Background: an optimization exercise with open tools, aiming at small area. Do not read the settings as production practice. In this exercise RTL edits were held to simulation tests only and were not proved equivalent to the original. Power and IR drop assume default switching activity.

===== design.v =====
module dot2 (
    input wire [15:0] a0,
    input wire [15:0] b0,
    input wire [15:0] a1,
    input wire [15:0] b1,
    input wire [15:0] p,
    output wire [15:0] y
);
    wire one0_0 = b0[0] ^ 1'b0;
    wire two0_0 = (b0[1] & ~b0[0] & ~1'b0) | (~b0[1] & b0[0] & 1'b0);
    wire neg0_0 = b0[1];
    wire pp0_0_0 = (a0[0] & one0_0) ^ neg0_0;
    wire pp0_0_1 = ((a0[1] & one0_0) | (a0[0] & two0_0)) ^ neg0_0;
    wire pp0_0_2 = ((a0[2] & one0_0) | (a0[1] & two0_0)) ^ neg0_0;
    wire pp0_0_3 = ((a0[3] & one0_0) | (a0[2] & two0_0)) ^ neg0_0;
    wire pp0_0_4 = ((a0[4] & one0_0) | (a0[3] & two0_0)) ^ neg0_0;
    wire pp0_0_5 = ((a0[5] & one0_0) | (a0[4] & two0_0)) ^ neg0_0;
    wire pp0_0_6 = ((a0[6] & one0_0) | (a0[5] & two0_0)) ^ neg0_0;
    wire pp0_0_7 = ((a0[7] & one0_0) | (a0[6] & two0_0)) ^ neg0_0;
    wire pp0_0_8 = ((a0[8] & one0_0) | (a0[7] & two0_0)) ^ neg0_0;
    wire pp0_0_9 = ((a0[9] & one0_0) | (a0[8] & two0_0)) ^ neg0_0;
    wire pp0_0_10 = ((a0[10] & one0_0) | (a0[9] & two0_0)) ^ neg0_0;
    wire pp0_0_11 = ((a0[11] & one0_0) | (a0[10] & two0_0)) ^ neg0_0;
    wire pp0_0_12 = ((a0[12] & one0_0) | (a0[11] & two0_0)) ^ neg0_0;
    wire pp0_0_13 = ((a0[13] & one0_0) | (a0[12] & two0_0)) ^ neg0_0;
    wire pp0_0_14 = ((a0[14] & one0_0) | (a0[13] & two0_0)) ^ neg0_0;
    wire pp0_0_15 = ((a0[15] & one0_0) | (a0[14] & two0_0)) ^ neg0_0;
    wire one0_1 = b0[2] ^ b0[1];
    wire two0_1 = (b0[3] & ~b0[2] & ~b0[1]) | (~b0[3] & b0[2] & b0[1]);
    wire neg0_1 = b0[3];
    wire pp0_1_0 = (a0[0] & one0_1) ^ neg0_1;
    wire pp0_1_1 = ((a0[1] & one0_1) | (a0[0] & two0_1)) ^ neg0_1;
    wire pp0_1_2 = ((a0[2] & one0_1) | (a0[1] & two0_1)) ^ neg0_1;
    wire pp0_1_3 = ((a0[3] & one0_1) | (a0[2] & two0_1)) ^ neg0_1;
    wire pp0_1_4 = ((a0[4] & one0_1) | (a0[3] & two0_1)) ^ neg0_1;
    wire pp0_1_5 = ((a0[5] & one0_1) | (a0[4] & two0_1)) ^ neg0_1;
    wire pp0_1_6 = ((a0[6] & one0_1) | (a0[5] & two0_1)) ^ neg0_1;
    wire pp0_1_7 = ((a0[7] & one0_1) | (a0[6] & two0_1)) ^ neg0_1;
    wire pp0_1_8 = ((a0[8] & one0_1) | (a0[7] & two0_1)) ^ neg0_1;
    wire pp0_1_9 = ((a0[9] & one0_1) | (a0[8] & two0_1)) ^ neg0_1;
    wire pp0_1_10 = ((a0[10] & one0_1) | (a0[9] & two0_1)) ^ neg0_1;
    wire pp0_1_11 = ((a0[11] & one0_1) | (a0[10] & two0_1)) ^ neg0_1;
    wire pp0_1_12 = ((a0[12] & one0_1) | (a0[11] & two0_1)) ^ neg0_1;
    wire pp0_1_13 = ((a0[13] & one0_1) | (a0[12] & two0_1)) ^ neg0_1;
    wire one0_2 = b0[4] ^ b0[3];
    wire two0_2 = (b0[5] & ~b0[4] & ~b0[3]) | (~b0[5] & b0[4] & b0[3]);
    wire neg0_2 = b0[5];
    wire pp0_2_0 = (a0[0] & one0_2) ^ neg0_2;
    wire pp0_2_1 = ((a0[1] & one0_2) | (a0[0] & two0_2)) ^ neg0_2;
    wire pp0_2_2 = ((a0[2] & one0_2) | (a0[1] & two0_2)) ^ neg0_2;
    wire pp0_2_3 = ((a0[3] & one0_2) | (a0[2] & two0_2)) ^ neg0_2;
    wire pp0_2_4 = ((a0[4] & one0_2) | (a0[3] & two0_2)) ^ neg0_2;
    wire pp0_2_5 = ((a0[5] & one0_2) | (a0[4] & two0_2)) ^ neg0_2;
    wire pp0_2_6 = ((a0[6] & one0_2) | (a0[5] & two0_2)) ^ neg0_2;
    wire pp0_2_7 = ((a0[7] & one0_2) | (a0[6] & two0_2)) ^ neg0_2;
    wire pp0_2_8 = ((a0[8] & one0_2) | (a0[7] & two0_2)) ^ neg0_2;
    wire pp0_2_9 = ((a0[9] & one0_2) | (a0[8] & two0_2)) ^ neg0_2;
    wire pp0_2_10 = ((a0[10] & one0_2) | (a0[9] & two0_2)) ^ neg0_2;
    wire pp0_2_11 = ((a0[11] & one0_2) | (a0[10] & two0_2)) ^ neg0_2;
    wire one0_3 = b0[6] ^ b0[5];
    wire two0_3 = (b0[7] & ~b0[6] & ~b0[5]) | (~b0[7] & b0[6] & b0[5]);
    wire neg0_3 = b0[7];
    wire pp0_3_0 = (a0[0] & one0_3) ^ neg0_3;
    wire pp0_3_1 = ((a0[1] & one0_3) | (a0[0] & two0_3)) ^ neg0_3;
    wire pp0_3_2 = ((a0[2] & one0_3) | (a0[1] & two0_3)) ^ neg0_3;
    wire pp0_3_3 = ((a0[3] & one0_3) | (a0[2] & two0_3)) ^ neg0_3;
    wire pp0_3_4 = ((a0[4] & one0_3) | (a0[3] & two0_3)) ^ neg0_3;
    wire pp0_3_5 = ((a0[5] & one0_3) | (a0[4] & two0_3)) ^ neg0_3;
    wire pp0_3_6 = ((a0[6] & one0_3) | (a0[5] & two0_3)) ^ neg0_3;
    wire pp0_3_7 = ((a0[7] & one0_3) | (a0[6] & two0_3)) ^ neg0_3;
    wire pp0_3_8 = ((a0[8] & one0_3) | (a0[7] & two0_3)) ^ neg0_3;
    wire pp0_3_9 = ((a0[9] & one0_3) | (a0[8] & two0_3)) ^ neg0_3;
    wire one0_4 = b0[8] ^ b0[7];
    wire two0_4 = (b0[9] & ~b0[8] & ~b0[7]) | (~b0[9] & b0[8] & b0[7]);
    wire neg0_4 = b0[9];
    wire pp0_4_0 = (a0[0] & one0_4) ^ neg0_4;
    wire pp0_4_1 = ((a0[1] & one0_4) | (a0[0] & two0_4)) ^ neg0_4;
    wire pp0_4_2 = ((a0[2] & one0_4) | (a0[1] & two0_4)) ^ neg0_4;
    wire pp0_4_3 = ((a0[3] & one0_4) | (a0[2] & two0_4)) ^ neg0_4;
    wire pp0_4_4 = ((a0[4] & one0_4) | (a0[3] & two0_4)) ^ neg0_4;
    wire pp0_4_5 = ((a0[5] & one0_4) | (a0[4] & two0_4)) ^ neg0_4;
    wire pp0_4_6 = ((a0[6] & one0_4) | (a0[5] & two0_4)) ^ neg0_4;
    wire pp0_4_7 = ((a0[7] & one0_4) | (a0[6] & two0_4)) ^ neg0_4;
    wire one0_5 = b0[10] ^ b0[9];
    wire two0_5 = (b0[11] & ~b0[10] & ~b0[9]) | (~b0[11] & b0[10] & b0[9]);
    wire neg0_5 = b0[11];
    wire pp0_5_0 = (a0[0] & one0_5) ^ neg0_5;
    wire pp0_5_1 = ((a0[1] & one0_5) | (a0[0] & two0_5)) ^ neg0_5;
    wire pp0_5_2 = ((a0[2] & one0_5) | (a0[1] & two0_5)) ^ neg0_5;
    wire pp0_5_3 = ((a0[3] & one0_5) | (a0[2] & two0_5)) ^ neg0_5;
    wire pp0_5_4 = ((a0[4] & one0_5) | (a0[3] & two0_5)) ^ neg0_5;
    wire pp0_5_5 = ((a0[5] & one0_5) | (a0[4] & two0_5)) ^ neg0_5;
    wire one0_6 = b0[12] ^ b0[11];
    wire two0_6 = (b0[13] & ~b0[12] & ~b0[11]) | (~b0[13] & b0[12] & b0[11]);
    wire neg0_6 = b0[13];
    wire pp0_6_0 = (a0[0] & one0_6) ^ neg0_6;
    wire pp0_6_1 = ((a0[1] & one0_6) | (a0[0] & two0_6)) ^ neg0_6;
    wire pp0_6_2 = ((a0[2] & one0_6) | (a0[1] & two0_6)) ^ neg0_6;
    wire pp0_6_3 = ((a0[3] & one0_6) | (a0[2] & two0_6)) ^ neg0_6;
    wire one0_7 = b0[14] ^ b0[13];
    wire two0_7 = (b0[15] & ~b0[14] & ~b0[13]) | (~b0[15] & b0[14] & b0[13]);
    wire neg0_7 = b0[15];
    wire pp0_7_0 = (a0[0] & one0_7) ^ neg0_7;
    wire pp0_7_1 = ((a0[1] & one0_7) | (a0[0] & two0_7)) ^ neg0_7;
    wire one1_0 = b1[0] ^ 1'b0;
    wire two1_0 = (b1[1] & ~b1[0] & ~1'b0) | (~b1[1] & b1[0] & 1'b0);
    wire neg1_0 = b1[1];
    wire pp1_0_0 = (a1[0] & one1_0) ^ neg1_0;
    wire pp1_0_1 = ((a1[1] & one1_0) | (a1[0] & two1_0)) ^ neg1_0;
    wire pp1_0_2 = ((a1[2] & one1_0) | (a1[1] & two1_0)) ^ neg1_0;
    wire pp1_0_3 = ((a1[3] & one1_0) | (a1[2] & two1_0)) ^ neg1_0;
    wire pp1_0_4 = ((a1[4] & one1_0) | (a1[3] & two1_0)) ^ neg1_0;
    wire pp1_0_5 = ((a1[5] & one1_0) | (a1[4] & two1_0)) ^ neg1_0;
    wire pp1_0_6 = ((a1[6] & one1_0) | (a1[5] & two1_0)) ^ neg1_0;
    wire pp1_0_7 = ((a1[7] & one1_0) | (a1[6] & two1_0)) ^ neg1_0;
    wire pp1_0_8 = ((a1[8] & one1_0) | (a1[7] & two1_0)) ^ neg1_0;
    wire pp1_0_9 = ((a1[9] & one1_0) | (a1[8] & two1_0)) ^ neg1_0;
    wire pp1_0_10 = ((a1[10] & one1_0) | (a1[9] & two1_0)) ^ neg1_0;
    wire pp1_0_11 = ((a1[11] & one1_0) | (a1[10] & two1_0)) ^ neg1_0;
    wire pp1_0_12 = ((a1[12] & one1_0) | (a1[11] & two1_0)) ^ neg1_0;
    wire pp1_0_13 = ((a1[13] & one1_0) | (a1[12] & two1_0)) ^ neg1_0;
    wire pp1_0_14 = ((a1[14] & one1_0) | (a1[13] & two1_0)) ^ neg1_0;
    wire pp1_0_15 = ((a1[15] & one1_0) | (a1[14] & two1_0)) ^ neg1_0;
    wire one1_1 = b1[2] ^ b1[1];
    wire two1_1 = (b1[3] & ~b1[2] & ~b1[1]) | (~b1[3] & b1[2] & b1[1]);
    wire neg1_1 = b1[3];
    wire pp1_1_0 = (a1[0] & one1_1) ^ neg1_1;
    wire pp1_1_1 = ((a1[1] & one1_1) | (a1[0] & two1_1)) ^ neg1_1;
    wire pp1_1_2 = ((a1[2] & one1_1) | (a1[1] & two1_1)) ^ neg1_1;
    wire pp1_1_3 = ((a1[3] & one1_1) | (a1[2] & two1_1)) ^ neg1_1;
    wire pp1_1_4 = ((a1[4] & one1_1) | (a1[3] & two1_1)) ^ neg1_1;
    wire pp1_1_5 = ((a1[5] & one1_1) | (a1[4] & two1_1)) ^ neg1_1;
    wire pp1_1_6 = ((a1[6] & one1_1) | (a1[5] & two1_1)) ^ neg1_1;
    wire pp1_1_7 = ((a1[7] & one1_1) | (a1[6] & two1_1)) ^ neg1_1;
    wire pp1_1_8 = ((a1[8] & one1_1) | (a1[7] & two1_1)) ^ neg1_1;
    wire pp1_1_9 = ((a1[9] & one1_1) | (a1[8] & two1_1)) ^ neg1_1;
    wire pp1_1_10 = ((a1[10] & one1_1) | (a1[9] & two1_1)) ^ neg1_1;
    wire pp1_1_11 = ((a1[11] & one1_1) | (a1[10] & two1_1)) ^ neg1_1;
    wire pp1_1_12 = ((a1[12] & one1_1) | (a1[11] & two1_1)) ^ neg1_1;
    wire pp1_1_13 = ((a1[13] & one1_1) | (a1[12] & two1_1)) ^ neg1_1;
    wire one1_2 = b1[4] ^ b1[3];
    wire two1_2 = (b1[5] & ~b1[4] & ~b1[3]) | (~b1[5] & b1[4] & b1[3]);
    wire neg1_2 = b1[5];
    wire pp1_2_0 = (a1[0] & one1_2) ^ neg1_2;
    wire pp1_2_1 = ((a1[1] & one1_2) | (a1[0] & two1_2)) ^ neg1_2;
    wire pp1_2_2 = ((a1[2] & one1_2) | (a1[1] & two1_2)) ^ neg1_2;
    wire pp1_2_3 = ((a1[3] & one1_2) | (a1[2] & two1_2)) ^ neg1_2;
    wire pp1_2_4 = ((a1[4] & one1_2) | (a1[3] & two1_2)) ^ neg1_2;
    wire pp1_2_5 = ((a1[5] & one1_2) | (a1[4] & two1_2)) ^ neg1_2;
    wire pp1_2_6 = ((a1[6] & one1_2) | (a1[5] & two1_2)) ^ neg1_2;
    wire pp1_2_7 = ((a1[7] & one1_2) | (a1[6] & two1_2)) ^ neg1_2;
    wire pp1_2_8 = ((a1[8] & one1_2) | (a1[7] & two1_2)) ^ neg1_2;
    wire pp1_2_9 = ((a1[9] & one1_2) | (a1[8] & two1_2)) ^ neg1_2;
    wire pp1_2_10 = ((a1[10] & one1_2) | (a1[9] & two1_2)) ^ neg1_2;
    wire pp1_2_11 = ((a1[11] & one1_2) | (a1[10] & two1_2)) ^ neg1_2;
    wire one1_3 = b1[6] ^ b1[5];
    wire two1_3 = (b1[7] & ~b1[6] & ~b1[5]) | (~b1[7] & b1[6] & b1[5]);
    wire neg1_3 = b1[7];
    wire pp1_3_0 = (a1[0] & one1_3) ^ neg1_3;
    wire pp1_3_1 = ((a1[1] & one1_3) | (a1[0] & two1_3)) ^ neg1_3;
    wire pp1_3_2 = ((a1[2] & one1_3) | (a1[1] & two1_3)) ^ neg1_3;
    wire pp1_3_3 = ((a1[3] & one1_3) | (a1[2] & two1_3)) ^ neg1_3;
    wire pp1_3_4 = ((a1[4] & one1_3) | (a1[3] & two1_3)) ^ neg1_3;
    wire pp1_3_5 = ((a1[5] & one1_3) | (a1[4] & two1_3)) ^ neg1_3;
    wire pp1_3_6 = ((a1[6] & one1_3) | (a1[5] & two1_3)) ^ neg1_3;
    wire pp1_3_7 = ((a1[7] & one1_3) | (a1[6] & two1_3)) ^ neg1_3;
    wire pp1_3_8 = ((a1[8] & one1_3) | (a1[7] & two1_3)) ^ neg1_3;
    wire pp1_3_9 = ((a1[9] & one1_3) | (a1[8] & two1_3)) ^ neg1_3;
    wire one1_4 = b1[8] ^ b1[7];
    wire two1_4 = (b1[9] & ~b1[8] & ~b1[7]) | (~b1[9] & b1[8] & b1[7]);
    wire neg1_4 = b1[9];
    wire pp1_4_0 = (a1[0] & one1_4) ^ neg1_4;
    wire pp1_4_1 = ((a1[1] & one1_4) | (a1[0] & two1_4)) ^ neg1_4;
    wire pp1_4_2 = ((a1[2] & one1_4) | (a1[1] & two1_4)) ^ neg1_4;
    wire pp1_4_3 = ((a1[3] & one1_4) | (a1[2] & two1_4)) ^ neg1_4;
    wire pp1_4_4 = ((a1[4] & one1_4) | (a1[3] & two1_4)) ^ neg1_4;
    wire pp1_4_5 = ((a1[5] & one1_4) | (a1[4] & two1_4)) ^ neg1_4;
    wire pp1_4_6 = ((a1[6] & one1_4) | (a1[5] & two1_4)) ^ neg1_4;
    wire pp1_4_7 = ((a1[7] & one1_4) | (a1[6] & two1_4)) ^ neg1_4;
    wire one1_5 = b1[10] ^ b1[9];
    wire two1_5 = (b1[11] & ~b1[10] & ~b1[9]) | (~b1[11] & b1[10] & b1[9]);
    wire neg1_5 = b1[11];
    wire pp1_5_0 = (a1[0] & one1_5) ^ neg1_5;
    wire pp1_5_1 = ((a1[1] & one1_5) | (a1[0] & two1_5)) ^ neg1_5;
    wire pp1_5_2 = ((a1[2] & one1_5) | (a1[1] & two1_5)) ^ neg1_5;
    wire pp1_5_3 = ((a1[3] & one1_5) | (a1[2] & two1_5)) ^ neg1_5;
    wire pp1_5_4 = ((a1[4] & one1_5) | (a1[3] & two1_5)) ^ neg1_5;
    wire pp1_5_5 = ((a1[5] & one1_5) | (a1[4] & two1_5)) ^ neg1_5;
    wire one1_6 = b1[12] ^ b1[11];
    wire two1_6 = (b1[13] & ~b1[12] & ~b1[11]) | (~b1[13] & b1[12] & b1[11]);
    wire neg1_6 = b1[13];
    wire pp1_6_0 = (a1[0] & one1_6) ^ neg1_6;
    wire pp1_6_1 = ((a1[1] & one1_6) | (a1[0] & two1_6)) ^ neg1_6;
    wire pp1_6_2 = ((a1[2] & one1_6) | (a1[1] & two1_6)) ^ neg1_6;
    wire pp1_6_3 = ((a1[3] & one1_6) | (a1[2] & two1_6)) ^ neg1_6;
    wire one1_7 = b1[14] ^ b1[13];
    wire two1_7 = (b1[15] & ~b1[14] & ~b1[13]) | (~b1[15] & b1[14] & b1[13]);
    wire neg1_7 = b1[15];
    wire pp1_7_0 = (a1[0] & one1_7) ^ neg1_7;
    wire pp1_7_1 = ((a1[1] & one1_7) | (a1[0] & two1_7)) ^ neg1_7;
    wire t1 = p[0] ^ neg0_0 ^ neg1_0;
    wire t2 = (p[0] & neg0_0) | (p[0] & neg1_0) | (neg0_0 & neg1_0);
    wire t3 = t1 ^ pp0_0_0 ^ pp1_0_0;
    wire t4 = (t1 & pp0_0_0) | (t1 & pp1_0_0) | (pp0_0_0 & pp1_0_0);
    assign y[0] = t3;   
    wire t5 = p[1] ^ t2 ^ pp0_0_1;
    wire t6 = (p[1] & t2) | (p[1] & pp0_0_1) | (t2 & pp0_0_1);
    wire t7 = pp1_0_1 ^ t4 ^ t5;
    wire t8 = (pp1_0_1 & t4) | (pp1_0_1 & t5) | (t4 & t5);
    assign y[1] = t7;   
    wire t9 = p[2] ^ neg0_1 ^ neg1_1;
    wire t10 = (p[2] & neg0_1) | (p[2] & neg1_1) | (neg0_1 & neg1_1);
    wire t11 = t9 ^ pp0_0_2 ^ pp0_1_0;
    wire t12 = (t9 & pp0_0_2) | (t9 & pp0_1_0) | (pp0_0_2 & pp0_1_0);
    wire t13 = pp1_0_2 ^ pp1_1_0 ^ t6;
    wire t14 = (pp1_0_2 & pp1_1_0) | (pp1_0_2 & t6) | (pp1_1_0 & t6);
    wire t15 = t11 ^ t13 ^ t8;
    wire t16 = (t11 & t13) | (t11 & t8) | (t13 & t8);
    assign y[2] = t15;   
    wire t17 = p[3] ^ t10 ^ pp0_0_3;
    wire t18 = (p[3] & t10) | (p[3] & pp0_0_3) | (t10 & pp0_0_3);
    wire t19 = pp0_1_1 ^ pp1_0_3 ^ pp1_1_1;
    wire t20 = (pp0_1_1 & pp1_0_3) | (pp0_1_1 & pp1_1_1) | (pp1_0_3 & pp1_1_1);
    wire t21 = t12 ^ t17 ^ t19;
    wire t22 = (t12 & t17) | (t12 & t19) | (t17 & t19);
    wire t23 = t14 ^ t21 ^ t16;
    wire t24 = (t14 & t21) | (t14 & t16) | (t21 & t16);
    assign y[3] = t23;   
    wire t25 = p[4] ^ neg0_2 ^ neg1_2;
    wire t26 = (p[4] & neg0_2) | (p[4] & neg1_2) | (neg0_2 & neg1_2);
    wire t27 = t25 ^ pp0_0_4 ^ pp0_1_2;
    wire t28 = (t25 & pp0_0_4) | (t25 & pp0_1_2) | (pp0_0_4 & pp0_1_2);
    wire t29 = pp0_2_0 ^ pp1_0_4 ^ pp1_1_2;
    wire t30 = (pp0_2_0 & pp1_0_4) | (pp0_2_0 & pp1_1_2) | (pp1_0_4 & pp1_1_2);
    wire t31 = pp1_2_0 ^ t18 ^ t20;
    wire t32 = (pp1_2_0 & t18) | (pp1_2_0 & t20) | (t18 & t20);
    wire t33 = t27 ^ t29 ^ t31;
    wire t34 = (t27 & t29) | (t27 & t31) | (t29 & t31);
    wire t35 = t22 ^ t33 ^ t24;
    wire t36 = (t22 & t33) | (t22 & t24) | (t33 & t24);
    assign y[4] = t35;   
    wire t37 = p[5] ^ t26 ^ pp0_0_5;
    wire t38 = (p[5] & t26) | (p[5] & pp0_0_5) | (t26 & pp0_0_5);
    wire t39 = pp0_1_3 ^ pp0_2_1 ^ pp1_0_5;
    wire t40 = (pp0_1_3 & pp0_2_1) | (pp0_1_3 & pp1_0_5) | (pp0_2_1 & pp1_0_5);
    wire t41 = pp1_1_3 ^ pp1_2_1 ^ t28;
    wire t42 = (pp1_1_3 & pp1_2_1) | (pp1_1_3 & t28) | (pp1_2_1 & t28);
    wire t43 = t30 ^ t37 ^ t39;
    wire t44 = (t30 & t37) | (t30 & t39) | (t37 & t39);
    wire t45 = t32 ^ t41 ^ t43;
    wire t46 = (t32 & t41) | (t32 & t43) | (t41 & t43);
    wire t47 = t34 ^ t45 ^ t36;
    wire t48 = (t34 & t45) | (t34 & t36) | (t45 & t36);
    assign y[5] = t47;   
    wire t49 = p[6] ^ neg0_3 ^ neg1_3;
    wire t50 = (p[6] & neg0_3) | (p[6] & neg1_3) | (neg0_3 & neg1_3);
    wire t51 = t49 ^ pp0_0_6 ^ pp0_1_4;
    wire t52 = (t49 & pp0_0_6) | (t49 & pp0_1_4) | (pp0_0_6 & pp0_1_4);
    wire t53 = pp0_2_2 ^ pp0_3_0 ^ pp1_0_6;
    wire t54 = (pp0_2_2 & pp0_3_0) | (pp0_2_2 & pp1_0_6) | (pp0_3_0 & pp1_0_6);
    wire t55 = pp1_1_4 ^ pp1_2_2 ^ pp1_3_0;
    wire t56 = (pp1_1_4 & pp1_2_2) | (pp1_1_4 & pp1_3_0) | (pp1_2_2 & pp1_3_0);
    wire t57 = t38 ^ t40 ^ t51;
    wire t58 = (t38 & t40) | (t38 & t51) | (t40 & t51);
    wire t59 = t53 ^ t55 ^ t42;
    wire t60 = (t53 & t55) | (t53 & t42) | (t55 & t42);
    wire t61 = t44 ^ t57 ^ t59;
    wire t62 = (t44 & t57) | (t44 & t59) | (t57 & t59);
    wire t63 = t46 ^ t61 ^ t48;
    wire t64 = (t46 & t61) | (t46 & t48) | (t61 & t48);
    assign y[6] = t63;   
    wire t65 = p[7] ^ t50 ^ pp0_0_7;
    wire t66 = (p[7] & t50) | (p[7] & pp0_0_7) | (t50 & pp0_0_7);
    wire t67 = pp0_1_5 ^ pp0_2_3 ^ pp0_3_1;
    wire t68 = (pp0_1_5 & pp0_2_3) | (pp0_1_5 & pp0_3_1) | (pp0_2_3 & pp0_3_1);
    wire t69 = pp1_0_7 ^ pp1_1_5 ^ pp1_2_3;
    wire t70 = (pp1_0_7 & pp1_1_5) | (pp1_0_7 & pp1_2_3) | (pp1_1_5 & pp1_2_3);
    wire t71 = pp1_3_1 ^ t52 ^ t54;
    wire t72 = (pp1_3_1 & t52) | (pp1_3_1 & t54) | (t52 & t54);
    wire t73 = t56 ^ t65 ^ t67;
    wire t74 = (t56 & t65) | (t56 & t67) | (t65 & t67);
    wire t75 = t69 ^ t71 ^ t58;
    wire t76 = (t69 & t71) | (t69 & t58) | (t71 & t58);
    wire t77 = t73 ^ t60 ^ t75;
    wire t78 = (t73 & t60) | (t73 & t75) | (t60 & t75);
    wire t79 = t62 ^ t77 ^ t64;
    wire t80 = (t62 & t77) | (t62 & t64) | (t77 & t64);
    assign y[7] = t79;   
    wire t81 = p[8] ^ neg0_4 ^ neg1_4;
    wire t82 = (p[8] & neg0_4) | (p[8] & neg1_4) | (neg0_4 & neg1_4);
    wire t83 = t81 ^ pp0_0_8 ^ pp0_1_6;
    wire t84 = (t81 & pp0_0_8) | (t81 & pp0_1_6) | (pp0_0_8 & pp0_1_6);
    wire t85 = pp0_2_4 ^ pp0_3_2 ^ pp0_4_0;
    wire t86 = (pp0_2_4 & pp0_3_2) | (pp0_2_4 & pp0_4_0) | (pp0_3_2 & pp0_4_0);
    wire t87 = pp1_0_8 ^ pp1_1_6 ^ pp1_2_4;
    wire t88 = (pp1_0_8 & pp1_1_6) | (pp1_0_8 & pp1_2_4) | (pp1_1_6 & pp1_2_4);
    wire t89 = pp1_3_2 ^ pp1_4_0 ^ t66;
    wire t90 = (pp1_3_2 & pp1_4_0) | (pp1_3_2 & t66) | (pp1_4_0 & t66);
    wire t91 = t68 ^ t70 ^ t83;
    wire t92 = (t68 & t70) | (t68 & t83) | (t70 & t83);
    wire t93 = t85 ^ t87 ^ t72;
    wire t94 = (t85 & t87) | (t85 & t72) | (t87 & t72);
    wire t95 = t89 ^ t74 ^ t91;
    wire t96 = (t89 & t74) | (t89 & t91) | (t74 & t91);
    wire t97 = t76 ^ t93 ^ t95;
    wire t98 = (t76 & t93) | (t76 & t95) | (t93 & t95);
    wire t99 = t78 ^ t97 ^ t80;
    wire t100 = (t78 & t97) | (t78 & t80) | (t97 & t80);
    assign y[8] = t99;   
    wire t101 = p[9] ^ t82 ^ pp0_0_9;
    wire t102 = (p[9] & t82) | (p[9] & pp0_0_9) | (t82 & pp0_0_9);
    wire t103 = pp0_1_7 ^ pp0_2_5 ^ pp0_3_3;
    wire t104 = (pp0_1_7 & pp0_2_5) | (pp0_1_7 & pp0_3_3) | (pp0_2_5 & pp0_3_3);
    wire t105 = pp0_4_1 ^ pp1_0_9 ^ pp1_1_7;
    wire t106 = (pp0_4_1 & pp1_0_9) | (pp0_4_1 & pp1_1_7) | (pp1_0_9 & pp1_1_7);
    wire t107 = pp1_2_5 ^ pp1_3_3 ^ pp1_4_1;
    wire t108 = (pp1_2_5 & pp1_3_3) | (pp1_2_5 & pp1_4_1) | (pp1_3_3 & pp1_4_1);
    wire t109 = t84 ^ t86 ^ t88;
    wire t110 = (t84 & t86) | (t84 & t88) | (t86 & t88);
    wire t111 = t101 ^ t103 ^ t105;
    wire t112 = (t101 & t103) | (t101 & t105) | (t103 & t105);
    wire t113 = t107 ^ t90 ^ t109;
    wire t114 = (t107 & t90) | (t107 & t109) | (t90 & t109);
    wire t115 = t92 ^ t111 ^ t94;
    wire t116 = (t92 & t111) | (t92 & t94) | (t111 & t94);
    wire t117 = t113 ^ t96 ^ t115;
    wire t118 = (t113 & t96) | (t113 & t115) | (t96 & t115);
    wire t119 = t98 ^ t117 ^ t100;
    wire t120 = (t98 & t117) | (t98 & t100) | (t117 & t100);
    assign y[9] = t119;   
    wire t121 = p[10] ^ neg0_5 ^ neg1_5;
    wire t122 = (p[10] & neg0_5) | (p[10] & neg1_5) | (neg0_5 & neg1_5);
    wire t123 = t121 ^ pp0_0_10 ^ pp0_1_8;
    wire t124 = (t121 & pp0_0_10) | (t121 & pp0_1_8) | (pp0_0_10 & pp0_1_8);
    wire t125 = pp0_2_6 ^ pp0_3_4 ^ pp0_4_2;
    wire t126 = (pp0_2_6 & pp0_3_4) | (pp0_2_6 & pp0_4_2) | (pp0_3_4 & pp0_4_2);
    wire t127 = pp0_5_0 ^ pp1_0_10 ^ pp1_1_8;
    wire t128 = (pp0_5_0 & pp1_0_10) | (pp0_5_0 & pp1_1_8) | (pp1_0_10 & pp1_1_8);
    wire t129 = pp1_2_6 ^ pp1_3_4 ^ pp1_4_2;
    wire t130 = (pp1_2_6 & pp1_3_4) | (pp1_2_6 & pp1_4_2) | (pp1_3_4 & pp1_4_2);
    wire t131 = pp1_5_0 ^ t102 ^ t104;
    wire t132 = (pp1_5_0 & t102) | (pp1_5_0 & t104) | (t102 & t104);
    wire t133 = t106 ^ t108 ^ t123;
    wire t134 = (t106 & t108) | (t106 & t123) | (t108 & t123);
    wire t135 = t125 ^ t127 ^ t129;
    wire t136 = (t125 & t127) | (t125 & t129) | (t127 & t129);
    wire t137 = t110 ^ t131 ^ t112;
    wire t138 = (t110 & t131) | (t110 & t112) | (t131 & t112);
    wire t139 = t133 ^ t135 ^ t114;
    wire t140 = (t133 & t135) | (t133 & t114) | (t135 & t114);
    wire t141 = t137 ^ t116 ^ t139;
    wire t142 = (t137 & t116) | (t137 & t139) | (t116 & t139);
    wire t143 = t118 ^ t141 ^ t120;
    wire t144 = (t118 & t141) | (t118 & t120) | (t141 & t120);
    assign y[10] = t143;   
    wire t145 = p[11] ^ t122 ^ pp0_0_11;
    wire t146 = (p[11] & t122) | (p[11] & pp0_0_11) | (t122 & pp0_0_11);
    wire t147 = pp0_1_9 ^ pp0_2_7 ^ pp0_3_5;
    wire t148 = (pp0_1_9 & pp0_2_7) | (pp0_1_9 & pp0_3_5) | (pp0_2_7 & pp0_3_5);
    wire t149 = pp0_4_3 ^ pp0_5_1 ^ pp1_0_11;
    wire t150 = (pp0_4_3 & pp0_5_1) | (pp0_4_3 & pp1_0_11) | (pp0_5_1 & pp1_0_11);
    wire t151 = pp1_1_9 ^ pp1_2_7 ^ pp1_3_5;
    wire t152 = (pp1_1_9 & pp1_2_7) | (pp1_1_9 & pp1_3_5) | (pp1_2_7 & pp1_3_5);
    wire t153 = pp1_4_3 ^ pp1_5_1 ^ t124;
    wire t154 = (pp1_4_3 & pp1_5_1) | (pp1_4_3 & t124) | (pp1_5_1 & t124);
    wire t155 = t126 ^ t128 ^ t130;
    wire t156 = (t126 & t128) | (t126 & t130) | (t128 & t130);
    wire t157 = t145 ^ t147 ^ t149;
    wire t158 = (t145 & t147) | (t145 & t149) | (t147 & t149);
    wire t159 = t151 ^ t132 ^ t153;
    wire t160 = (t151 & t132) | (t151 & t153) | (t132 & t153);
    wire t161 = t155 ^ t134 ^ t136;
    wire t162 = (t155 & t134) | (t155 & t136) | (t134 & t136);
    wire t163 = t157 ^ t138 ^ t159;
    wire t164 = (t157 & t138) | (t157 & t159) | (t138 & t159);
    wire t165 = t161 ^ t140 ^ t163;
    wire t166 = (t161 & t140) | (t161 & t163) | (t140 & t163);
    wire t167 = t142 ^ t165 ^ t144;
    wire t168 = (t142 & t165) | (t142 & t144) | (t165 & t144);
    assign y[11] = t167;   
    wire t169 = p[12] ^ neg0_6 ^ neg1_6;
    wire t170 = (p[12] & neg0_6) | (p[12] & neg1_6) | (neg0_6 & neg1_6);
    wire t171 = t169 ^ pp0_0_12 ^ pp0_1_10;
    wire t172 = (t169 & pp0_0_12) | (t169 & pp0_1_10) | (pp0_0_12 & pp0_1_10);
    wire t173 = pp0_2_8 ^ pp0_3_6 ^ pp0_4_4;
    wire t174 = (pp0_2_8 & pp0_3_6) | (pp0_2_8 & pp0_4_4) | (pp0_3_6 & pp0_4_4);
    wire t175 = pp0_5_2 ^ pp0_6_0 ^ pp1_0_12;
    wire t176 = (pp0_5_2 & pp0_6_0) | (pp0_5_2 & pp1_0_12) | (pp0_6_0 & pp1_0_12);
    wire t177 = pp1_1_10 ^ pp1_2_8 ^ pp1_3_6;
    wire t178 = (pp1_1_10 & pp1_2_8) | (pp1_1_10 & pp1_3_6) | (pp1_2_8 & pp1_3_6);
    wire t179 = pp1_4_4 ^ pp1_5_2 ^ pp1_6_0;
    wire t180 = (pp1_4_4 & pp1_5_2) | (pp1_4_4 & pp1_6_0) | (pp1_5_2 & pp1_6_0);
    wire t181 = t146 ^ t148 ^ t150;
    wire t182 = (t146 & t148) | (t146 & t150) | (t148 & t150);
    wire t183 = t152 ^ t171 ^ t173;
    wire t184 = (t152 & t171) | (t152 & t173) | (t171 & t173);
    wire t185 = t175 ^ t177 ^ t179;
    wire t186 = (t175 & t177) | (t175 & t179) | (t177 & t179);
    wire t187 = t154 ^ t156 ^ t181;
    wire t188 = (t154 & t156) | (t154 & t181) | (t156 & t181);
    wire t189 = t158 ^ t183 ^ t185;
    wire t190 = (t158 & t183) | (t158 & t185) | (t183 & t185);
    wire t191 = t160 ^ t162 ^ t187;
    wire t192 = (t160 & t162) | (t160 & t187) | (t162 & t187);
    wire t193 = t189 ^ t164 ^ t191;
    wire t194 = (t189 & t164) | (t189 & t191) | (t164 & t191);
    wire t195 = t166 ^ t193 ^ t168;
    wire t196 = (t166 & t193) | (t166 & t168) | (t193 & t168);
    assign y[12] = t195;   
    wire t197 = p[13] ^ t170 ^ pp0_0_13;
    wire t198 = (p[13] & t170) | (p[13] & pp0_0_13) | (t170 & pp0_0_13);
    wire t199 = pp0_1_11 ^ pp0_2_9 ^ pp0_3_7;
    wire t200 = (pp0_1_11 & pp0_2_9) | (pp0_1_11 & pp0_3_7) | (pp0_2_9 & pp0_3_7);
    wire t201 = pp0_4_5 ^ pp0_5_3 ^ pp0_6_1;
    wire t202 = (pp0_4_5 & pp0_5_3) | (pp0_4_5 & pp0_6_1) | (pp0_5_3 & pp0_6_1);
    wire t203 = pp1_0_13 ^ pp1_1_11 ^ pp1_2_9;
    wire t204 = (pp1_0_13 & pp1_1_11) | (pp1_0_13 & pp1_2_9) | (pp1_1_11 & pp1_2_9);
    wire t205 = pp1_3_7 ^ pp1_4_5 ^ pp1_5_3;
    wire t206 = (pp1_3_7 & pp1_4_5) | (pp1_3_7 & pp1_5_3) | (pp1_4_5 & pp1_5_3);
    wire t207 = pp1_6_1 ^ t172 ^ t174;
    wire t208 = (pp1_6_1 & t172) | (pp1_6_1 & t174) | (t172 & t174);
    wire t209 = t176 ^ t178 ^ t180;
    wire t210 = (t176 & t178) | (t176 & t180) | (t178 & t180);
    wire t211 = t197 ^ t199 ^ t201;
    wire t212 = (t197 & t199) | (t197 & t201) | (t199 & t201);
    wire t213 = t203 ^ t205 ^ t182;
    wire t214 = (t203 & t205) | (t203 & t182) | (t205 & t182);
    wire t215 = t207 ^ t209 ^ t184;
    wire t216 = (t207 & t209) | (t207 & t184) | (t209 & t184);
    wire t217 = t186 ^ t211 ^ t188;
    wire t218 = (t186 & t211) | (t186 & t188) | (t211 & t188);
    wire t219 = t213 ^ t190 ^ t215;
    wire t220 = (t213 & t190) | (t213 & t215) | (t190 & t215);
    wire t221 = t192 ^ t217 ^ t219;
    wire t222 = (t192 & t217) | (t192 & t219) | (t217 & t219);
    wire t223 = t194 ^ t221 ^ t196;
    wire t224 = (t194 & t221) | (t194 & t196) | (t221 & t196);
    assign y[13] = t223;   
    wire t225 = p[14] ^ neg0_7 ^ neg1_7;
    wire t226 = (p[14] & neg0_7) | (p[14] & neg1_7) | (neg0_7 & neg1_7);
    wire t227 = t225 ^ pp0_0_14 ^ pp0_1_12;
    wire t228 = (t225 & pp0_0_14) | (t225 & pp0_1_12) | (pp0_0_14 & pp0_1_12);
    wire t229 = pp0_2_10 ^ pp0_3_8 ^ pp0_4_6;
    wire t230 = (pp0_2_10 & pp0_3_8) | (pp0_2_10 & pp0_4_6) | (pp0_3_8 & pp0_4_6);
    wire t231 = pp0_5_4 ^ pp0_6_2 ^ pp0_7_0;
    wire t232 = (pp0_5_4 & pp0_6_2) | (pp0_5_4 & pp0_7_0) | (pp0_6_2 & pp0_7_0);
    wire t233 = pp1_0_14 ^ pp1_1_12 ^ pp1_2_10;
    wire t234 = (pp1_0_14 & pp1_1_12) | (pp1_0_14 & pp1_2_10) | (pp1_1_12 & pp1_2_10);
    wire t235 = pp1_3_8 ^ pp1_4_6 ^ pp1_5_4;
    wire t236 = (pp1_3_8 & pp1_4_6) | (pp1_3_8 & pp1_5_4) | (pp1_4_6 & pp1_5_4);
    wire t237 = pp1_6_2 ^ pp1_7_0 ^ t198;
    wire t238 = (pp1_6_2 & pp1_7_0) | (pp1_6_2 & t198) | (pp1_7_0 & t198);
    wire t239 = t200 ^ t202 ^ t204;
    wire t240 = (t200 & t202) | (t200 & t204) | (t202 & t204);
    wire t241 = t206 ^ t227 ^ t229;
    wire t242 = (t206 & t227) | (t206 & t229) | (t227 & t229);
    wire t243 = t231 ^ t233 ^ t235;
    wire t244 = (t231 & t233) | (t231 & t235) | (t233 & t235);
    wire t245 = t208 ^ t210 ^ t237;
    wire t246 = (t208 & t210) | (t208 & t237) | (t210 & t237);
    wire t247 = t239 ^ t212 ^ t241;
    wire t248 = (t239 & t212) | (t239 & t241) | (t212 & t241);
    wire t249 = t243 ^ t214 ^ t216;
    wire t250 = (t243 & t214) | (t243 & t216) | (t214 & t216);
    wire t251 = t245 ^ t247 ^ t218;
    wire t252 = (t245 & t247) | (t245 & t218) | (t247 & t218);
    wire t253 = t220 ^ t249 ^ t251;
    wire t254 = (t220 & t249) | (t220 & t251) | (t249 & t251);
    wire t255 = t222 ^ t253 ^ t224;
    wire t256 = (t222 & t253) | (t222 & t224) | (t253 & t224);
    assign y[14] = t255;   
    wire t257 = p[15] ^ t226 ^ pp0_0_15;
    wire t258 = pp0_1_13 ^ pp0_2_11 ^ pp0_3_9;
    wire t259 = pp0_4_7 ^ pp0_5_5 ^ pp0_6_3;
    wire t260 = pp0_7_1 ^ pp1_0_15 ^ pp1_1_13;
    wire t261 = pp1_2_11 ^ pp1_3_9 ^ pp1_4_7;
    wire t262 = pp1_5_5 ^ pp1_6_3 ^ pp1_7_1;
    wire t263 = t228 ^ t230 ^ t232;
    wire t264 = t234 ^ t236 ^ t257;
    wire t265 = t258 ^ t259 ^ t260;
    wire t266 = t261 ^ t262 ^ t238;
    wire t267 = t240 ^ t263 ^ t242;
    wire t268 = t244 ^ t264 ^ t265;
    wire t269 = t246 ^ t266 ^ t248;
    wire t270 = t267 ^ t268 ^ t250;
    wire t271 = t269 ^ t252 ^ t270;
    wire t272 = t254 ^ t271 ^ t256;
    assign y[15] = t272;   
endmodule
module fir_wishbone #(
    parameter N = 4,
    parameter DATA_WIDTH = 16
)(
    input  wire                  clk,
    input  wire                  rst,
    input  wire [3:0]            adr_i,
    input  wire [DATA_WIDTH-1:0] dat_i,
    output wire [DATA_WIDTH-1:0] dat_o,
    input  wire                  we_i,
    input  wire                  stb_i,
    input  wire                  cyc_i,
    output reg                   ack_o
);
    wire acc = cyc_i & stb_i & ~ack_o;
    wire wr  = acc & we_i;
    reg [15:0] c0, c1, c2, c3;
    wire [15:0] cd = rst ? 16'd0 : dat_i;
    always @(posedge clk) begin
        if (rst || (wr && adr_i == 4'd0)) c0 <= cd;
        if (rst || (wr && adr_i == 4'd1)) c1 <= cd;
        if (rst || (wr && adr_i == 4'd2)) c2 <= cd;
        if (rst || (wr && adr_i == 4'd3)) c3 <= cd;
    end
    reg [15:0] x0, x1, x2, x3;
    reg [3:0]  v;
    wire push = wr && adr_i == 4'd4;
    always @(posedge clk)
        if (push) begin
            x0 <= dat_i; x1 <= x0; x2 <= x1; x3 <= x2;
        end
    reg a1, a2, a3, a4;
    always @(posedge clk or posedge rst) begin
        if (rst) begin
            ack_o <= 1'b0; a1 <= 1'b0; a2 <= 1'b0; a3 <= 1'b0; a4 <= 1'b0;
            v <= 4'd0;
        end else begin
            ack_o <= acc; a1 <= ack_o; a2 <= a1; a3 <= a2; a4 <= a3;
            if (push) v <= {v[2:0], 1'b1};
        end
    end
    wire        ph = ack_o;
    wire [15:0] ca = ph ? c0 : c2;
    wire [15:0] cb = ph ? c1 : c3;
    wire        va = ph ? v[0] : v[2];
    wire        vb = ph ? v[1] : v[3];
    wire [15:0] xa = (ph ? x0 : x2) & {16{va}};
    wire [15:0] xb = (ph ? x1 : x3) & {16{vb}};
    reg  [15:0] p;
    wire [15:0] m;
    dot2 tree (.a0(ca), .b0(xa), .a1(cb), .b1(xb), .p(p & {16{~ph}}), .y(m));
    always @(posedge clk) p <= m;
    reg [15:0] y, r1, r2;
    always @(posedge clk or posedge rst)
        if (rst) y <= 16'd0;
        else if (a1) y <= m;
    always @(posedge clk) begin
        if (!a2) r1 <= y;
        if (!a4) r2 <= r1;
    end
    reg [3:0] rs;
    reg       rr;
    always @(posedge clk) begin
        rs <= {adr_i == 4'd3, adr_i == 4'd2, adr_i == 4'd1, adr_i == 4'd0};
        rr <= (adr_i == 4'd5);
    end
    assign dat_o = (c0 & {16{rs[0]}}) | (c1 & {16{rs[1]}}) |
                   (c2 & {16{rs[2]}}) | (c3 & {16{rs[3]}}) | (r2 & {16{rr}});
endmodule

===== flow/run.sh =====
#!/bin/bash
# Own flow: the standard layout, except that synthesis extracts the
# design's full adders before Yosys's "abc -fast" (ORFS's synth.tcl otherwise
# runs the whole fine stage of synth first, which restructures them and
# leaves inverters between adder cells).  Everything else, including the
# registers, is as in the standard synthesis.
set -euo pipefail
WORK=$(pwd)

# Our synthesis script: ORFS's synth.tcl with the fine stage spelled out.
python3 - "$FLOW_HOME/scripts/synth.tcl" "$WORK/synth_own.tcl" <<'PY'
import sys
s = open(sys.argv[1]).read()
old = "  synth -top $::env(DESIGN_NAME) -run fine: {*}$synth_full_args\n"
new = """  opt -fast -full
  memory_map
  opt -full
  techmap -map +/techmap.v -map $::env(FLOW_HOME)/platforms/common/lcu_kogge_stone.v
  opt -fast
  extract_fa
  techmap -map $::env(ADDER_MAP_FILE)
  techmap
  opt -fast
  abc -fast
  opt -fast
  synth -top $::env(DESIGN_NAME) -run check: {*}$synth_full_args
"""
assert s.count(old) == 1, "synth.tcl changed"
open(sys.argv[2], "w").write(s.replace(old, new))
PY
# The standard flow's synthesis wrapper (synth -nofsm -noshare, flatten, renames), sourcing ours
grep -q 'source $::env(SCRIPTS_DIR)/synth.tcl' synth_recipe.tcl
sed "s#source \$::env(SCRIPTS_DIR)/synth.tcl#source $WORK/synth_own.tcl#" synth_recipe.tcl > own_synth.tcl
# standard.sh with our synthesis script and the extra make variables in
# flow/extra.txt (one NAME=value per line)
python3 - "$WORK" <<'PY'
import shlex, sys
work = sys.argv[1]
s = open("standard.sh").read()
old = "SYNTH_SCRIPT=" + shlex.quote(work + "/synth_recipe.tcl")
assert s.count(old) == 1, "standard.sh changed"
s = s.replace(old, "SYNTH_SCRIPT=" + shlex.quote(work + "/own_synth.tcl"))
extra = [l.strip() for l in open("flow/extra.txt") if l.strip() and not l.startswith("#")]
tail = '"${@:-finish}"'
assert s.count(tail) == 1
s = s.replace(tail, " ".join(shlex.quote(e) for e in extra) + " " + tail)
open("standard_own.sh", "w").write(s)
PY

bash standard_own.sh synth > synth.log 2>&1
bash standard_own.sh > layout.log 2>&1
test -f out/final.def

===== flow/extra.txt =====
# extra ORFS make variables for this flow
BUFFER_PORTS_ARGS=-buffer_cell sky130_fd_sc_hd__buf_1
CTS_ARGS=-sink_clustering_enable -repair_clock_nets -sink_clustering_size 25 -sink_clustering_max_diameter 100 -dont_use_dummy_load

===== standard.sh =====
#!/bin/bash
# synth_recipe.tcl (not shown) runs the flow's synth.tcl, then flattens the netlist and writes it again
# the make line also repeats each setting of config.mk as NAME=value (left out here)
make -C /OpenROAD-flow-scripts/flow DESIGN_CONFIG=/design/flow/config.mk WORK_HOME=/design/flow/orfs CLKGATE_MAP_FILE= SYNTH_SCRIPT=/design/flow/synth_recipe.tcl "${@:-finish}"

===== config.mk =====
export PLATFORM = sky130hd
export DESIGN_NAME = fir_wishbone
export DESIGN_NICKNAME = fir_wishbone
export VERILOG_FILES = /design/flow/design.v
export SDC_FILE = /design/flow/constraint.sdc
export NUM_CORES = 4
export LEC_CHECK = 0
export CAP_MARGIN = 20
export CORE_MARGIN = 2
export CORE_UTILIZATION = 40
export CTS_CLUSTER_DIAMETER = 100
export CTS_CLUSTER_SIZE = 25
export PLACE_DENSITY = 0.85
export SLEW_MARGIN = 20

===== constraint.sdc =====
create_clock -name core_clock -period 10.0 [get_ports {clk}]
set_input_delay 2.0000 -clock core_clock [delete_from_list [all_inputs] [get_ports {clk}]]
set_output_delay 2.0000 -clock core_clock [all_outputs]
set_load 0.01 [all_outputs]

==> summary.txt, run 1 <==
OUTCOME
--------------------------------------------------------------------------------------------------------
Outcome                                                                 no timing/DRC/antenna violations

WORST SETUP PATH
--------------------------------------------------------------------------------------------------------
Arrival time at the worst endpoint                                                              10.03 ns
Worst R2R Start                                                                                    ack_o
Reg2Reg Setup Slack                                                                              0.30 ns
Slowest Stage Delay on Critical Path                                                             0.54 ns
Critical Path End Type                                                                              flop
Worst setup path class                                                                      flop to flop
CP required                                                                                     10.33 ns
Reg-to-Reg End                                                                                     y[15]
Most common cell type on the critical path                                                          fa_1
Master of the slowest instance on the critical path                                              dfrtp_4
Highest fanout seen on the critical path                                                               6
Sort of element at the start of the critical path                                                   flop
Critical Path Source                                                                               ack_o
Critical path endpoint                                                                             y[15]
Worst Reg-to-Reg Cells                                                                                28

FLOORPLAN
--------------------------------------------------------------------------------------------------------
Width of the die                                                                                  191 um
Initial cell density of the core                                                                   40.6%
Overall die area                                                                             36,400 um^2
Height of the die                                                                                 191 um
Core area                                                                                    34,500 um^2
Top Ports                                                                                             42
Std cell rows                                                                                         68

FINISH
--------------------------------------------------------------------------------------------------------
Synthesis-to-finish area growth                                                                    8.98%
Filler cell count in the final layout                                                              3,068
Final design instance area without fill                                                      15,200 um^2
Sequential cell area                                                                           5850 um^2
Share of layout cells above drive strength 1                                                       14.9%
Final net count                                                                                    1,279
Multi-input gate area in the final layout                                                      7810 um^2

SYNTH
--------------------------------------------------------------------------------------------------------
Dominant combinational cell family by area after synthesis                                   adder cells
Multiplexer share of the synthesized area                                                          9.45%
Area fraction in compound gates after synthesis                                                    11.3%
Cell area after technology mapping                                                           14,000 um^2
Number of synthesis warnings                                                                           1
Post-Synthesis Net Count                                                                           1,236
Sequential share of the synthesized area                                                           41.9%
Parity-gate share of the synthesized area counting xor and xnor cells                              9.80%
Yosys top cell area share                                                                          34.4%
Flip-flop cell with the highest count after synthesis                                           edfxtp_1
Number of distinct library cells after synthesis                                                      53
Cell count after synthesis                                                                         1,083
Average cell area after synthesis                                                              12.9 um^2
Synth area leader                                                                               edfxtp_1
Biggest area contributors in the synthesized netlist                                        edfxtp_1 34%, fa_1 18%, xnor2_1 8.6%
Post-synthesis adder-cell area fraction                                                            18.3%
Synth Register Bits                                                                                  206
Simple logic cell fraction of the synthesized area                                                 6.60%
Async set-reset flop share out of synthesis                                                        12.1%
Number of flops mapped to enable cells by yosys                                                      160

MIN PATH
--------------------------------------------------------------------------------------------------------
Cell depth of the worst hold path                                                                      0
Type of the most critical hold path                                                         flop to flop

PWR
--------------------------------------------------------------------------------------------------------
Internal power summed over all cells                                                             1.64 mW
Worst-case vdd ir drop                                                                            200 uV
Leak Pwr                                                                                         5.60 nW
Combinational share of power                                                                       31.5%
Part of the total power dissipated in the clock network                                            20.6%
Power per standard cell area                                                                 158 nW/um^2
Share of total power in sequential cells                                                           47.9%
Net switching fraction of the power                                                                31.8%
Total power consumption of the routed design                                                     2.40 mW
P_sw                                                                                              763 uW

PLACE
--------------------------------------------------------------------------------------------------------
Gpl congestion                                                                                     0.951
Placed standard-cell area                                                                    14,900 um^2
IO buf count                                                                                          41
Pre-CTS setup slack                                                                             0.157 ns
HPWL reported at the end of detailed placement                                                 29,600 um

CLOCK TREE
--------------------------------------------------------------------------------------------------------
Sink Count                                                                                           206
Post-CTS clock slew at the launch and capture registers of the worst setup and hold paths        0.09 ns
Clock Root Buffer                                                                              clkbuf_16
Number of buffers inserted for hold repair after clock tree synthesis                                  0
Depth of the CTS H-tree                                                                                1
Number of buffers inserted during clock tree synthesis                                                13
Clock Tree Buf Depth                                                                                   3
Clock tree from TritonCTS                                                                          built
Clk latency of the worst-skew pair                                                               0.48 ns

DETAILED ROUTING
--------------------------------------------------------------------------------------------------------
Average wire per cell in the routed design                                                       24.8 um
DR vias/cell                                                                                        6.03
Number of nets with antenna violations after routing                                                   0
Total wirelength of the detailed-routed design                                                 39,200 um
Number of design-rule violations left by the first detailed-router iteration                       1,052
Drc violations                                                                                         0
Routed vias                                                                                        9,521
Number of iterations in the first detailed-routing pass                                                7

TIMING
--------------------------------------------------------------------------------------------------------
Final-report max-slew violation count                                                                  0
Worst slew slack as a fraction of its limit                                                        39.0%
Highest Clock Rate                                                                             0.103 GHz
Final period utilization                                                                           97.0%
Final WS setup                                                                                  0.299 ns
Fin Setup TNS                                                                                       0 ns
Unrepaired setup endpoints after global routing                                                       no
Clock skew                                                                                     0.0579 ns
Clock period minus worst slack                                                                   9.70 ns
Count of endpoints failing setup in the final report                                                   0
Final hold violation count                                                                             0
Transition at the pin with the smallest max-transition slack                                    0.916 ns

GLOBAL ROUTE
--------------------------------------------------------------------------------------------------------
Initial antenna violation count                                                                        0
Via count of the first global-routing pass                                                         9,656
Wire length of the first global-routing pass                                                   59,500 um
Aggregate global-route resource usage                                                              21.9%
Overflow left after global routing                                                                     0
Pin count of the biggest net entering global routing                                                  69

FLOW RUN
--------------------------------------------------------------------------------------------------------
Count of max-cap constraint violations                                                                 0

power groups by stage:
stage | registers [mW] | logic, mW | clock network [mW]
6_report | 1.15 | 0.755 | 0.494
5_1_grt | 1.16 | 0.823 | 0.528
4_1_cts | 1.15 | 0.737 | 0.497
3_5_place_dp | 1.17 | 0.728 | 0
3_3_place_gp | 1.16 | 0.714 | 0
2_1_floorplan | 1.13 | 0.490 | 0
how the worst min path moves through the flow:
stage                     start  end  slack (ns)
after floorplan              a3   a4        0.33
after global placement       a3   a4        0.34
after detailed placement     a3   a4        0.34
after CTS                    a3   a4        0.37
after global routing         a3   a4        0.38
final                        a3   a4        0.37
sequential cells by signal, indices dropped and copies added, names as in the netlist:
signal / flops
c0: 16
c1: 16
c2: 16
c3: 16
p: 16
r1: 16
r2: 16
x0: 16
x1: 16
x2: 16
x3: 16
y: 16
rs: 4
v: 4
a1: 1
a2: 1
a3: 1
a4: 1
ack_o: 1
rr: 1
metrics by stage:
step | cells | hold slack [ns] | util (%)
floorplan | 1083 | 0.331 | -
CTS | 1578 | 0.370 | 44.1
detailed placement | 1565 | 0.340 | 43.1
finish | 1580 | 0.366 | 44.2
global placement | 1565 | 0.336 | 43.1
global route | 1579 | 0.383 | 44.2
cells by family after synthesis:
group / Yosys count
compound gates: 208
flops: 206
simple gates: 192
xor+xnor: 154
fa+ha+maj: 128
mux: 116
buf+inv: 79
cell usage in the layout (no fill, tap or decap), types with 15 or more instances in the layout:
| cell type | count |
|---|---|
| edfxtp_1 | 160 |
| mux2_2 | 50 |
| a222oi_1 | 16 |
| dfxtp_1 | 21 |
| dfrtp_1 | 24 |
| nand2_1 | 51 |
| mux2i_1 | 45 |
| a22oi_1 | 134 |
| buf_4 | 57 |
| fa_1 | 122 |
| nor2b_1 | 39 |
| xnor2_1 | 137 |
| buf_1 | 41 |
| nor2_1 | 64 |
| o21ai_0 | 15 |
synth_stat cells, drive strengths merged, types with 8 or more instances:
master    n
edfxtp  160
xnor2   139
a22oi   135
fa      128
nor2     67
mux2i    60
mux2     56
clkbuf   52
nand2    51
nor2b    39
dfrtp    25
buf      22
dfxtp    21
a21oi    17
a222oi   16
o21ai    15
xor2     14
nand3     8
layer usage:
metal | vias up | GRT usage [%] | wire length [um]
met2 | 599 | 34.5 | 18100
met1 | 4823 | 30.4 | 15700
met4 | 0 | 7.75 | 1430
li1 | 4015 | - | -
met3 | 84 | 3.86 | 3920
met5 | - | 0 | 0
worst max-delay path, delay by kind of cell, from the launching register on:
| kind | cells | cell delay [ns] |
|---|---|---|
| fa+ha+maj | 14 | 6.15 |
| compound gates | 2 | 0.25 |
| xor+xnor | 8 | 1.44 |
| simple gates | 1 | 0.38 |
| buf+inv | 1 | 0.19 |
| flops | 1 | 0.54 |
| mux | 2 | 0.58 |
cell type report:
cell class	count	share of cell area (%)
clock buffer	13	2.14
tap	455	3.74
timing repair buffer	102	4.26
sequential	206	38.4
inverter	5	0.123
multi-input combinational	798	51.3
antenna	1	0.0164
what timing repair did:
| item | in CTS | in global routing |
|---|---|---|
| gates resized for setup | 0 | 8 |
| setup endpoints to repair | 0 | 2 |
| setup buffers | 0 | 1 |
==> run 2: changes to the inputs <==
==> flow/extra.txt (replaced) <==
# extra ORFS make variables for this flow
BUFFER_PORTS_ARGS=-buffer_cell sky130_fd_sc_hd__buf_1
CTS_ARGS=-sink_clustering_enable -repair_clock_nets -sink_clustering_size 18 -sink_clustering_max_diameter 60 -dont_use_dummy_load -buf_list sky130_fd_sc_hd__clkbuf_8
RECOVER_POWER=100
--- a/config.mk
+++ b/config.mk
@@ -8,7 +8,7 @@
 export CAP_MARGIN = 20
 export CORE_MARGIN = 2
-export CORE_UTILIZATION = 40
-export CTS_CLUSTER_DIAMETER = 100
-export CTS_CLUSTER_SIZE = 25
+export CORE_UTILIZATION = 65
+export CTS_CLUSTER_DIAMETER = 60
+export CTS_CLUSTER_SIZE = 18
 export PLACE_DENSITY = 0.85
 export SLEW_MARGIN = 20
==> summary.txt, run 2 <==
SYNTH
--------------------------------------------------------------------------------------------------------
Number of synthesis warnings                                                                           1
Average cell area after synthesis                                                              12.9 um^2
Async set-reset flop share out of synthesis                                                        12.1%
Biggest area contributors in the synthesized netlist                                        edfxtp_1 34%, fa_1 18%, xnor2_1 8.6%
Yosys top cell area share                                                                          34.4%
Synth Register Bits                                                                                  206
Synth area leader                                                                               edfxtp_1
Cell count after synthesis                                                                         1,083
Post-Synthesis Net Count                                                                           1,236
Cell area after technology mapping                                                           14,000 um^2
Library cell with the highest instance count after synthesis                                    edfxtp_1
Number of flops mapped to enable cells by yosys                                                      160
Flip-flop cell with the highest count after synthesis                                           edfxtp_1
Sequential share of the synthesized area                                                           41.9%
Most numerous cell types in the synthesized netlist                                         160 x edfxtp_1, 138 x xnor2_1, 134 x a22oi_1
Number of distinct library cells after synthesis                                                      53

FLOORPLAN
--------------------------------------------------------------------------------------------------------
Width of the die                                                                                  151 um
Top Ports                                                                                             42
Overall die area                                                                             22,700 um^2
Height of the die                                                                                 151 um
Initial cell density of the core                                                                   66.3%
Std cell rows                                                                                         53
Core area                                                                                    21,100 um^2

DETAILED ROUTING
--------------------------------------------------------------------------------------------------------
Number of iterations in the first detailed-routing pass                                                6
Drc violations                                                                                         0
Routed vias                                                                                        9,520
Average wire per cell in the routed design                                                       27.8 um
Number of design-rule violations left by the first detailed-router iteration                       1,236
DR vias/cell                                                                                        6.80
Number of nets with antenna violations after routing                                                   0
Total wirelength of the detailed-routed design                                                 38,900 um

CLOCK TREE
--------------------------------------------------------------------------------------------------------
Number of buffers inserted during clock tree synthesis                                                16
Number of gates given a new drive strength after cts                                                   0
Clk latency of the worst-skew pair                                                               0.52 ns
Depth of the CTS H-tree                                                                                1
Clock tree from TritonCTS                                                                          built
Sink Count                                                                                           206
Number of buffers inserted for hold repair after clock tree synthesis                                  0
Setup Fix Bufs, Post-CTS                                                                               0
Post-CTS clock slew at the launch and capture registers of the worst setup and hold paths        0.11 ns
Clock Root Buffer                                                                               clkbuf_8
Clock Tree Buf Depth                                                                                   3

WORST SETUP PATH
--------------------------------------------------------------------------------------------------------
Most common cell type on the critical path                                                          fa_1
Arrival time at the worst endpoint                                                              10.10 ns
Slowest Stage Delay on Critical Path                                                             0.55 ns
CP required                                                                                     10.38 ns
Worst setup path class                                                                      flop to flop
Master of the slowest instance on the critical path                                                 fa_1
Sort of element at the start of the critical path                                                   flop
Worst Reg-to-Reg Cells                                                                                28
Reg2Reg Setup Slack                                                                              0.28 ns
Worst R2R Start                                                                                    ack_o
Reg-to-Reg End                                                                                     y[15]
Critical Path End Type                                                                              flop
Highest fanout seen on the critical path                                                               7

OUTCOME
--------------------------------------------------------------------------------------------------------
Outcome                                                                                     failed layout checks
Causes of the layout check failure                                                          max-capacitance violations, max-slew violations

GLOBAL ROUTE
--------------------------------------------------------------------------------------------------------
Initial antenna violation count                                                                        1
Pin count of the biggest net entering global routing                                                  69
Wire length of the first global-routing pass                                                   58,600 um
Via count of the first global-routing pass                                                         9,634
Overflow left after global routing                                                                     0
Aggregate global-route resource usage                                                              35.7%

PWR
--------------------------------------------------------------------------------------------------------
Power per standard cell area                                                                 154 nW/um^2
Worst-case vdd ir drop                                                                            150 uV
Total power consumption of the routed design                                                     2.29 mW
Leak Pwr                                                                                         5.53 nW

FINISH
--------------------------------------------------------------------------------------------------------
Count of inserted antenna diode cells                                                                  0
Final net count                                                                                    1,280
Most used cells in the layout excluding fill and tap cells                                  160 x edfxtp_1, 137 x xnor2_1, 134 x a22oi_1, 123 x fa_1, 64 x nor2_1
Synthesis-to-finish area growth                                                                    6.21%
Final design instance area without fill                                                      14,800 um^2
Leading cell type in the layout, fill and taps excluded                                         edfxtp_1
Share of layout cells above drive strength 1                                                       14.5%
Filler cell count in the final layout                                                              1,448

TIMING
--------------------------------------------------------------------------------------------------------
Clock period minus worst slack                                                                   9.72 ns
Final-report max-slew violation count                                                                 99
Worst slew slack as a fraction of its limit                                                        -134%
Final period utilization                                                                           97.2%
Final hold violation count                                                                             0
Clock skew                                                                                     0.0507 ns
Transition at the pin with the smallest max-transition slack                                     3.50 ns
Highest Clock Rate                                                                             0.103 GHz
Count of endpoints failing setup in the final report                                                   0

FLOW RUN
--------------------------------------------------------------------------------------------------------
Count of max-cap constraint violations                                                                 2

MIN PATH
--------------------------------------------------------------------------------------------------------
Type of the most critical hold path                                                         flop to flop
Hold path endpoint                                                                                    a4
Cell depth of the worst hold path                                                                      0
Launch instance of the worst min-delay path                                                           a3

PLACE
--------------------------------------------------------------------------------------------------------
IO buf count                                                                                          41
Placed standard-cell area                                                                    14,600 um^2
HPWL reported at the end of detailed placement                                                 29,600 um
Gpl congestion                                                                                     0.968

-- run 2: cells by family after synthesis --
family,count (synthesis),synth area share (%)
AOI/OAI and AO/OA,208,11.3
DFF,206,41.9
and+or+nand+nor,192,6.60
xor gates and xnor gates,154,9.80
adders and majority gates,128,18.3
muxes,116,9.45
buffers and inverters,79,2.66
-- run 2: metrics by stage --
step	std cells	TNS, ns	setup slack (ns)	hold slack [ns]	util, %
2_1_floorplan	1083	0	0.000187	0.331	-
3_3_place_gp	1384	0	0.245	0.334	69.2
3_5_place_dp	1384	0	0.124	0.339	69.2
4_1_cts	1400	0	0.0363	0.361	70.3
5_1_grt	1400	-0.0185	-0.0185	0.376	70.4
6_report	1400	0	0.279	0.358	70.4
-- run 2: how the worst max path moves through the flow --
stage          start  endpoint  slack (ns)
2_1_floorplan  ack_o     y[15]      0.0002
3_3_place_gp   ack_o     y[15]        0.24
3_5_place_dp   ack_o     y[15]        0.12
4_1_cts        ack_o     y[15]        0.04
5_1_grt        ack_o     y[15]       -0.02
6_report       ack_o     y[15]        0.28
-- run 2: where the power goes --
group	internal (mW)	switching [mW]
registers	1.08	0.0751
clock network	0.145	0.247
logic	0.318	0.424
total	1.54	0.747
-- run 2: worst max-delay path: cells and delay by family (launching register included) --
kind | cells | cell delay (ns)
compound gates | 2 | 0.25
simple gates | 1 | 0.38
xor+xnor | 8 | 1.43
buf+inv | 1 | 0.19
flops | 1 | 0.53
fa+ha+maj | 14 | 6.23
mux | 2 | 0.58
-- run 2: cell type report --
class	instances	area (um^2)	area share, %
multi-input combinational	798	7820	52.7
sequential	206	5850	39.4
timing repair buffer	100	589	3.97
tap	275	344	2.32
clock buffer	16	220	1.48
inverter	5	18.8	0.126
-- run 2: metal layers --
layer  part of all wire, %  up-vias  global-route usage [%]
li1                      -     4011                       -
met2                    47      635                    56.5
met5                     0        -                       0
met1                    38     4762                    50.6
met3                    11      112                    5.94
met4                   4.2        0                    13.1

-- static timing again, ports no longer ideal --
The flow's constraints put no driver on any port. The routed layouts listed below were extracted and timed again, unchanged, in two steps.
Step 1: set_driving_cell puts a clkbuf_16 on clk and a buf_2 on each other input, an assumption about the parent block.
Step 2 also shifts input and output timing later by t, the mid clock arrival at the registers, as if the neighbouring blocks saw the same clock.
Slacks: no drivers / after step 1 / after step 2; pairs: no drivers / after step 1.
| run | t (ns) | setup WS [ns] | worst hold slack (ns) | clock arrival spread, ns | worst slew at a driven data input, ns |
|---|---|---|---|---|---|
| run 1 | 0.504 | 0.299 / 0.299 / 0.299 | 0.366 / 0.366 / 0.366 | 0.059 / 0.058 | 0.05 |
| run 2 | 0.538 | 0.279 / 0.279 / 0.279 | 0.358 / 0.358 / 0.358 | 0.050 / 0.051 | 0.04 |
